Source: an optimization exercise on an open RTL-to-GDS flow (aim: small area). Production flows keep margins and buffers that such runs may drop.
In this exercise RTL edits were held to simulation tests only and were not proved equivalent to the original.
No activity file was given, so power comes from the tool's default toggle rates.

== AL ==
==> module conv, before the edit <==
module conv(
           input Aclk,
           input rst,
           input [7:0] Xin,
           input [7:0] Kin,
           output [7:0] Rout,
           output result_done
       );
reg [3:0] cnt;           
always @(posedge Aclk)
    if (rst) cnt <= 4'd0;
    else if (cnt != 4'd15) cnt <= cnt + 4'd1;
assign result_done = cnt[3] & (cnt[2] | cnt[1]);    
reg [7:0] kr0, kr1, kr2, kr3;
wire [7:0] kin_m = (cnt[3:2] == 2'b00) ? Kin : kr3;
always @(posedge Aclk) begin
    kr0 <= kin_m; kr1 <= kr0; kr2 <= kr1; kr3 <= kr2;
end
reg [7:0] d1, d2;
always @(posedge Aclk) begin
    d1 <= Xin; d2 <= d1;
end
reg xs_in, xs_d1, xs_d2, ys_in, ys_d1, ys_d2;
always @(*) begin
    xs_in = (cnt == 4'd3) | (cnt == 4'd4);
    xs_d2 = (cnt == 4'd5) | (cnt == 4'd6);
    xs_d1 = (cnt == 4'd1) | (cnt == 4'd2) | (cnt == 4'd7) | (cnt == 4'd8);
    ys_in = (cnt == 4'd4) | (cnt == 4'd5);
    ys_d2 = (cnt == 4'd6) | (cnt == 4'd7);
    ys_d1 = (cnt == 4'd2) | (cnt == 4'd3) | (cnt == 4'd8) | (cnt == 4'd9);
end
wire [7:0] px = ({8{xs_in}} & Xin) | ({8{xs_d1}} & d1) | ({8{xs_d2}} & d2);
wire [7:0] py = ({8{ys_in}} & Xin) | ({8{ys_d1}} & d1) | ({8{ys_d2}} & d2);
wire clrx = (cnt == 4'd1) | (cnt == 4'd5);
wire accx_on = (cnt == 4'd2) | (cnt == 4'd3) | (cnt == 4'd4) |
               (cnt == 4'd6) | (cnt == 4'd7) | (cnt == 4'd8);
wire hx_on = cnt[3] & cnt[0];                  
wire hy_on = cnt[3] & ~cnt[0] & (cnt[2] | cnt[1]);   
wire clry = (cnt == 4'd2) | (cnt == 4'd6);
reg [7:0] accx, accy, hx, hy;
wire [7:0] nx, ny;
wire [7:0] ax = ({8{accx_on}} & accx) | ({8{hx_on}} & hx) | ({8{hy_on}} & hy);
mac8 mx(.p(px), .k(kr0), .a(ax), .y(nx));
mac8 my(.p(py), .k(kr1), .a(clry ? 8'd0 : accy), .y(ny));
always @(posedge Aclk) begin
    accx <= nx;
    accy <= ny;
    if (~cnt[1] & cnt[0]) hx <= accx;    
    if (cnt[1] & ~cnt[0]) hy <= accy;    
end
assign Rout = {8{result_done}} & accx;
endmodule
clock: 10.0 ns
lec_check: 0
cap_margin: 20
core_margin: 2
core_utilization: 70
slew_margin: 20
standard.sh (not shown) runs the stock make flow with config.mk's settings and CLKGATE_MAP_FILE= SYNTH_SCRIPT=/design/flow/synth_recipe.tcl, a recipe that flattens the netlist after the stock synthesis.
==> flow/flow/run.sh <==
#!/bin/bash
# The standard layout (standard.sh) with these changes:
#  - synthesis skips the quick ABC pass inside Yosys's fine stage, so that
#    extract_fa sees the adder trees as written, and maps the rest with
#    flow/area.script (see flow/mysynth.tcl); the registers are unchanged;
#  - port buffers are the smallest buffer cell;
#  - the clock tree uses clkbuf_8 leaves, a clkbuf_8 root and no dummy loads.
set -euo pipefail
export OWN_WORK="$PWD"
export OWN_ABC_SCRIPT="$PWD/flow/area.script"
export SYNTH_ARGS="-noabc"
export BUFFER_PORTS_ARGS="-buffer_cell sky130_fd_sc_hd__buf_1"
export CTS_ARGS="-sink_clustering_enable -repair_clock_nets -buf_list sky130_fd_sc_hd__clkbuf_8 -root_buf sky130_fd_sc_hd__clkbuf_8 -dont_use_dummy_load"
sed "s|SYNTH_SCRIPT=[^ ]*|SYNTH_SCRIPT=$PWD/flow/mysynth.tcl|" standard.sh > own_standard.sh
grep -q "SYNTH_SCRIPT=$PWD/flow/mysynth.tcl" own_standard.sh
bash own_standard.sh > standard.log 2>&1
==> flow/flow/area.script <==
&get -n
&st
&dch
&nf -R 1000
&put
topo
dnsize -c
==> flow/flow/mysynth.tcl <==
# The standard flow's synthesis script (synth_recipe.tcl), with ABC's final mapping run
# from flow/area.script: area-recovering mapping without the speed script's
# buffering and upsizing (the clock period leaves ample slack).
proc abc {args} {
  set i [lsearch -exact $args -script]
  if { $i >= 0 } { lset args [expr {$i + 1}] $::env(OWN_ABC_SCRIPT) }
  yosys abc {*}$args
}
source $::env(OWN_WORK)/synth_recipe.tcl
AL was carried through to the last stage, and its layout satisfied the timing, DRC and antenna checks.
Changes in JK relative to AL:
==> flow/design.v, changed modules only <==
module conv(
           input Aclk,
           input rst,
           input [7:0] Xin,
           input [7:0] Kin,
           output [7:0] Rout,
           output result_done
       );
reg [3:0] cnt;           
wire [3:0] nxt = cnt + 4'd1;
always @(posedge Aclk)
    if (rst) cnt <= 4'd0;
    else if (~(cnt[3] & cnt[2])) cnt <= nxt;
assign result_done = cnt[3] & (cnt[2] | cnt[1]);    
reg [7:0] kr0, kr1, kr2, kr3;
wire [7:0] kin_m = (cnt[3:2] == 2'b00) ? Kin : kr3;
always @(posedge Aclk) begin
    kr0 <= kin_m; kr1 <= kr0; kr2 <= kr1; kr3 <= kr2;
end
reg [7:0] d1, d2;
always @(posedge Aclk) begin
    d1 <= Xin; d2 <= d1;
end
wire xon = ~(nxt[3] & (nxt[2] | nxt[1]));         
wire xs_in = xon & nxt[2] & ~nxt[1];
wire xs_d2 = xon & nxt[2] & nxt[1];
wire xs_d1 = xon & ~nxt[2];
wire ys_in = cnt[2] & ~cnt[1];
wire ys_d2 = cnt[2] & cnt[1];
wire ys_d1 = ~cnt[2];
wire [7:0] px = ({8{xs_in}} & Xin) | ({8{xs_d1}} & d1) | ({8{xs_d2}} & d2);
wire [7:0] py = ({8{ys_in}} & Xin) | ({8{ys_d1}} & d1) | ({8{ys_d2}} & d2);
wire clrx = ~cnt[3] & ~cnt[1] & cnt[0];                    
wire hx_on = cnt[3] & cnt[0];                              
wire hy_on = cnt[3] & ~cnt[0] & (cnt[2] | cnt[1]);         
wire accx_on = ~clrx & ~hx_on & ~hy_on;
wire clry = cnt[1] & ~cnt[0];                              
reg [7:0] accx, accy, hx, hy;
wire [7:0] nx, ny;
wire [7:0] ax = ({8{accx_on}} & accx) | ({8{hx_on}} & hx) | ({8{hy_on}} & hy);
mac8 mx(.p(px), .k(kr0), .a(ax), .y(nx));
mac8 my(.p(py), .k(kr1), .a(clry ? 8'd0 : accy), .y(ny));
always @(posedge Aclk) begin
    accx <= nx;
    accy <= ny;
    if (~cnt[1] & cnt[0]) hx <= accx;    
    if (clry) hy <= accy;                
end
assign Rout = {8{result_done}} & accx;
endmodule
==> results.txt <==
Power: JK > AL. Diff AL -> JK | maximum frequency | down by a few percent. Standard cell area after detailed placement (lower): JK. Global-route usage came out lower on JK than on AL. Changes observed in JK relative to AL: share of total power in the clock network shrank by 6.1 points; number of multi-input combinational cells in the layout shrank by 7.6%. Against AL as the reference, JK delivers a lower delay contributed by the slowest stage of the critical path. In JK, the count of inverters not on the clock network in the layout came out 9 above the value in AL. Maximum fanout along the worst path: AL and JK compared, higher one is AL. JK has less setup slack than AL. The part of the power in combinational logic in JK was higher than what AL gave. Summary — die area, JK relative to AL: lower, by about 2%. CTS clock-pin slew for the worst setup and hold paths essentially unchanged between JK and AL. The more densely filled core belongs to AL, not JK.

==> re-timing with driven ports <==
The flow's constraints put no driver on any port. The routed layouts listed below were extracted and timed again, unchanged, in two steps.
Step 1 sets driving cells, clkbuf_16 on the clock port and buf_2 on the other inputs (assumed; they add their load-dependent delay and slew).
Step 2 adds t to the input delays and takes it off the output delays; t is the mean of the earliest and latest rising clock arrival at the registers after step 1. Input paths then give back, and output paths get back, about the clock's delay inside the block.
a / b / c = no drivers / after step 1 / after step 2; a / b = the first two.
| run | shift t [ns] | setup WS [ns] | worst hold slack (ns) | worst setup path at the end |
|---|---|---|---|---|
| AL | 0.368 | 2.257 / 2.257 / 2.066 | 0.311 / 0.311 / 0.311 | input to register |
| JK | 0.362 | 2.079 / 2.079 / 1.934 | 0.309 / 0.309 / 0.309 | input to register |
After both steps every run listed still meets setup and hold. For AL, which loses most, drivers alone change the setup slack by 0.000 ns; drivers and shift together by -0.191 ns.
